This is an optimization exercise on Yosys and OpenROAD, whose aim is small area and a short achievable clock period, not a production implementation.
Function was checked by simulation only, so behaviour that the tests miss may differ from the original.

==> flow/design.v (excerpt) <==
module system(input clk,
              input reset,
              input key_ready,
              input make,
              input ext,
              input [7:0] key_input,
              output [4:0] befor,
              output [4:0] after,
              output [4:0] shift0,
              output [4:0] shift1,
              output [4:0] shift2,
              output [2:0] type0,
              output [2:0] type1,
              output [2:0] type2,
              input increase_shift_or_type,
              input increase0,
              input increase1,
              input increase2,
              input [4:0] history_raddr,
              output [7:0] history_dout);
For scale: roughly 210 flip-flops, about 64 I/O pins.
clock: 48.0 ns
lec_check: 0
cap_margin: 20
core_margin: 2
core_utilization: 40
slew_margin: 20
standard.sh (not shown) runs the stock make flow with config.mk's settings and CLKGATE_MAP_FILE= SYNTH_SCRIPT=/design/flow/synth_recipe.tcl, a recipe that flattens the netlist after the stock synthesis.
==> flow/flow/run.sh <==
#!/bin/bash
# Layout flow: the standard ORFS flow (standard.sh) with
#  - a stronger, area-oriented ABC script in synthesis (flow/abc_area.script,
#    without ABC's own buffering and sizing, left to the placer's repair,
#    and with no adder-cell mapping (ADDER_MAP_FILE empty), so that all the
#    arithmetic goes through ABC with the rest of the logic;
#    used through a copy of the ORFS scripts folder; nothing else changes),
#  - plain buffers (buf_1) as the port buffers,
#  - CTS with clkbuf_16 in clusters of up to 30 flip-flops and no dummy loads,
set -euo pipefail
W=$PWD
rm -rf "$W/scripts_own"
cp -r "$FLOW_HOME/scripts" "$W/scripts_own"
cp "$W/flow/abc_area.script" "$W/scripts_own/abc_area.script"
export BUFFER_PORTS_ARGS="-buffer_cell sky130_fd_sc_hd__buf_1"
export CTS_ARGS="-sink_clustering_enable -repair_clock_nets -buf_list sky130_fd_sc_hd__clkbuf_16 -dont_use_dummy_load -sink_clustering_size 30 -sink_clustering_max_diameter 80"
export SETUP_SLACK_MARGIN=0
bash standard.sh SCRIPTS_DIR="$W/scripts_own" ABC_AREA=1 ADDER_MAP_FILE= finish > "$W/flow_run.log" 2>&1
==> flow/flow/abc_area.script <==
strash
&get -n
&deepsyn -T 120
&put
dch
amap -F 3
topo
==> next run, changes <==
==> flow/flow/abc_area.script (replaced) <==
strash
&get -n
&deepsyn -T 120
&put
dch
amap
topo
=> Worst setup slack loses 0.29 ns. Global-route usage falls by 1.3 points. Cell count rises by 3.5%. Wire length falls by 4.5%. Die area rises by 0.57%. Utilization rises by 0.27 points. Clock skew falls by 0.011 ns. Non-clock buffer count falls by 4. First-iteration DRC count rises by 15%.
==> next run, changes <==
--- a/flow/flow/run.sh
+++ b/flow/flow/run.sh
@@ -9,0 +10,3 @@
+#  - repair_timing asked for a larger setup margin, so that it also speeds up
+#    the combinational history read path (history_raddr -> history_dout).
+# Each tool's output goes to the ORFS logs under orfs/logs; make's to flow_run.log.
==> flow/flow/abc_area.script (replaced) <==
strash
&get -n
&deepsyn -T 120
&put
dch
amap -F 3
topo
After rerunning: Global-route usage came out higher by 1.3 points; via count is about the same; cell count shrinks by 3.4%; routed wire length is higher by 4.7%; clock-buffer cell count shrinks by 1; final area shrinks by 0.88%; maximum frequency is higher by 1.3%; non-clock buffer count increases by 4; core utilization went down by 0.27 points.
==> next run, changes <==
--- a/flow/flow/run.sh
+++ b/flow/flow/run.sh
@@ -20 +20 @@
-export SETUP_SLACK_MARGIN=0
+export SETUP_SLACK_MARGIN=25.8
Outcome: Die area is unchanged. Non-clock buffer count is unchanged.


v5:
system, a different RTL version from the one above (not shown whole).
Size: about 1300 cells after synthesis, ~210 flip-flops.
export LEC_CHECK = 0
export CAP_MARGIN = 20
export CORE_MARGIN = 2
export CORE_UTILIZATION = 40
export SLEW_MARGIN = 20
create_clock -name core_clock -period 48.0 [get_ports {clk}]
==> flow/flow/run.sh <==
#!/bin/bash
# Layout flow: the standard ORFS flow (standard.sh) with
#  - a stronger, area-oriented ABC script in synthesis (flow/abc_area.script,
#    used through a copy of the ORFS scripts folder; nothing else changes),
#  - plain buffers (buf_2) as the port buffers,
#  - CTS with clkbuf_8 and no dummy loads,
#  - repair_timing asked for a larger setup margin, so that it also speeds up
#    the combinational history read path (history_raddr -> history_dout).
# Each tool's output goes to the ORFS logs under orfs/logs; make's to flow_run.log.
set -euo pipefail
W=$PWD
rm -rf "$W/scripts_own"
cp -r "$FLOW_HOME/scripts" "$W/scripts_own"
cp "$W/flow/abc_area.script" "$W/scripts_own/abc_area.script"
export BUFFER_PORTS_ARGS="-buffer_cell sky130_fd_sc_hd__buf_2"
export CTS_ARGS="-sink_clustering_enable -repair_clock_nets -buf_list sky130_fd_sc_hd__clkbuf_16 -dont_use_dummy_load -sink_clustering_size 30 -sink_clustering_max_diameter 80"
export SETUP_SLACK_MARGIN=26.5
bash standard.sh SCRIPTS_DIR="$W/scripts_own" ABC_AREA=1 finish > "$W/flow_run.log" 2>&1
==> flow/flow/abc_area.script <==
strash
&get -n
&deepsyn -T 120
&put
dch
amap
topo
stime -c
buffer -c
upsize -c
dnsize -c
Setup changes, v5 to v30
- an added CTS_CLUSTER_SIZE of 20
- an added CTS_BUF_LIST of sky130_fd_sc_hd__clkbuf_8
- an added ABC_AREA of 1
==> flow/run.sh (new file) <==
#!/bin/bash
# synth_recipe.tcl (not shown) runs the flow's synth.tcl, then flattens the netlist and writes it again
# the make line also repeats each setting of config.mk as NAME=value (left out here)
make -C /OpenROAD-flow-scripts/flow DESIGN_CONFIG=/design/flow/config.mk WORK_HOME=/design/flow/orfs CLKGATE_MAP_FILE= SYNTH_SCRIPT=/design/flow/synth_recipe.tcl finish
removed: flow/flow/run.sh
removed: flow/flow/abc_area.script
removed: flow/standard.sh
v30 falls short of v5 in final critical delay including setup and external delays.
Taking v30 over v5, the post-detailed-route via-to-cell ratio ratio works out to 0.916.
On v30: number of tap cells added at floorplan is 52 higher than what v5 gave.
Here is what was changed in the inputs of v42 compared with v30.
- ABC_AREA no longer set, was 1
- CTS_BUF_LIST no longer set, was sky130_fd_sc_hd__clkbuf_8
- CTS_CLUSTER_SIZE no longer set, was 20
==> flow/flow/run.sh (new file) <==
#!/bin/bash
# Layout flow: the standard ORFS flow (standard.sh) with
#  - a stronger, area-oriented ABC script in synthesis (flow/abc_area.script,
#    used through a copy of the ORFS scripts folder; nothing else changes),
#  - plain buffers (buf_2) as the port buffers,
#  - CTS with clkbuf_8 and no dummy loads,
#  - repair_timing asked for a larger setup margin, so that it also speeds up
#    the combinational history read path (history_raddr -> history_dout).
# Each tool's output goes to the ORFS logs under orfs/logs; make's to flow_run.log.
set -euo pipefail
W=$PWD
rm -rf "$W/scripts_own"
cp -r "$FLOW_HOME/scripts" "$W/scripts_own"
cp "$W/flow/abc_area.script" "$W/scripts_own/abc_area.script"
export BUFFER_PORTS_ARGS="-buffer_cell sky130_fd_sc_hd__buf_2"
export CTS_ARGS="-sink_clustering_enable -repair_clock_nets -buf_list sky130_fd_sc_hd__clkbuf_8 -dont_use_dummy_load"
export SETUP_SLACK_MARGIN=27
bash standard.sh SCRIPTS_DIR="$W/scripts_own" ABC_AREA=1 finish > "$W/flow_run.log" 2>&1
==> flow/flow/abc_area.script (new file) <==
strash
&get -n
&deepsyn -T 120
&put
dch
amap
topo
stime -c
buffer -c
upsize -c
dnsize -c
==> flow/standard.sh (new file) <==
#!/bin/bash
# synth_recipe.tcl (not shown) runs the flow's synth.tcl, then flattens the netlist and writes it again
# the make line also repeats each setting of config.mk as NAME=value (left out here)
make -C /OpenROAD-flow-scripts/flow DESIGN_CONFIG=/design/flow/config.mk WORK_HOME=/design/flow/orfs CLKGATE_MAP_FILE= SYNTH_SCRIPT=/design/flow/synth_recipe.tcl "${@:-finish}"
removed: flow/run.sh
==> run summary <==
[v42] fraction of area in registers rose 1.3 points relative to v30
As far as number of setup violations in the final report goes, v42 and v30 are indistinguishable; the numbers are identical.
The cell count number comes out lower for v42 vs v30.
Result: PASS for each of v42 and v30
Changes observed in v42 relative to v30: clock period minus final worst setup slack fell 1.24 ns; worst setup margin rose 1.24 ns; via count of the first global-routing pass fell about 7%; initial DRC count fell 15%; area of the multi-input gates fell 500 um^2.
### v42 -> v18
diff --git a/flow/flow/run.sh b/flow/flow/run.sh
--- a/flow/flow/run.sh
+++ b/flow/flow/run.sh
@@ -14,5 +14,5 @@
 cp "$W/flow/abc_area.script" "$W/scripts_own/abc_area.script"
 export BUFFER_PORTS_ARGS="-buffer_cell sky130_fd_sc_hd__buf_2"
-export CTS_ARGS="-sink_clustering_enable -repair_clock_nets -buf_list sky130_fd_sc_hd__clkbuf_8 -dont_use_dummy_load"
-export SETUP_SLACK_MARGIN=27
+export CTS_ARGS="-sink_clustering_enable -repair_clock_nets -buf_list sky130_fd_sc_hd__clkbuf_8 -dont_use_dummy_load -sink_clustering_size 18 -sink_clustering_max_diameter 60"
+export SETUP_SLACK_MARGIN=26.5
 bash standard.sh SCRIPTS_DIR="$W/scripts_own" ABC_AREA=1 finish > "$W/flow_run.log" 2>&1
--- outcome ---
- Setup slack in v18 is smaller than in v42.
- Diff v42 -> v18: aggregate routed wire length went down about 2.6%; met3 track demand over resource held steady; actual slew at the worst max-slew pin rose 0.19 ns; sum of buffers and inverters on the critical path now smaller; cell count decreased by 37 relative to the old numbers.
- v42 tops out at a higher clock frequency than v18.
- The standard cells in v18 occupy less silicon area than those in v42 do.

## re-timing with driven ports
No port has a modelled driver above. Below, the same layouts with a new extraction and two added sets of constraints.
Step 1: set_driving_cell puts a clkbuf_16 on clk and a buf_2 on each other input, an assumption about the parent block.
Step 2 also shifts input and output timing later by t, the mid clock arrival at the registers, as if the neighbouring blocks saw the same clock.
Three values: ideal, step 1, step 2; two values: the first two.
run | t, ns | setup WS [ns] | latest minus earliest clock arrival (ns) | worst data-port slew with drivers (ns)
the first run of note 1 | 0.508 | 26.066 / 26.043 / 26.043 | 0.089 / 0.090 | 0.03
the second run of note 1 | 0.507 | 25.773 / 25.746 / 25.746 | 0.075 / 0.076 | 0.04
the third run of note 1 | 0.508 | 26.066 / 26.043 / 26.043 | 0.089 / 0.090 | 0.03
the fourth run of note 1 | 0.509 | 26.054 / 26.031 / 26.031 | 0.090 / 0.091 | 0.03
v5 | 0.514 | 26.697 / 26.676 / 26.534 | 0.055 / 0.055 | 0.04
v30 | 0.583 | 25.679 / 25.654 / 25.654 | 0.024 / 0.023 | 0.06
v42 | 0.551 | 26.916 / 26.854 / 26.746 | 0.054 / 0.054 | 0.08
v18 | 0.572 | 26.686 / 26.666 / 26.436 | 0.119 / 0.118 | 0.04
After both steps every run listed still meets setup and hold. For v18, which loses most, drivers alone change the setup slack by -0.020 ns; drivers and shift together by -0.250 ns.
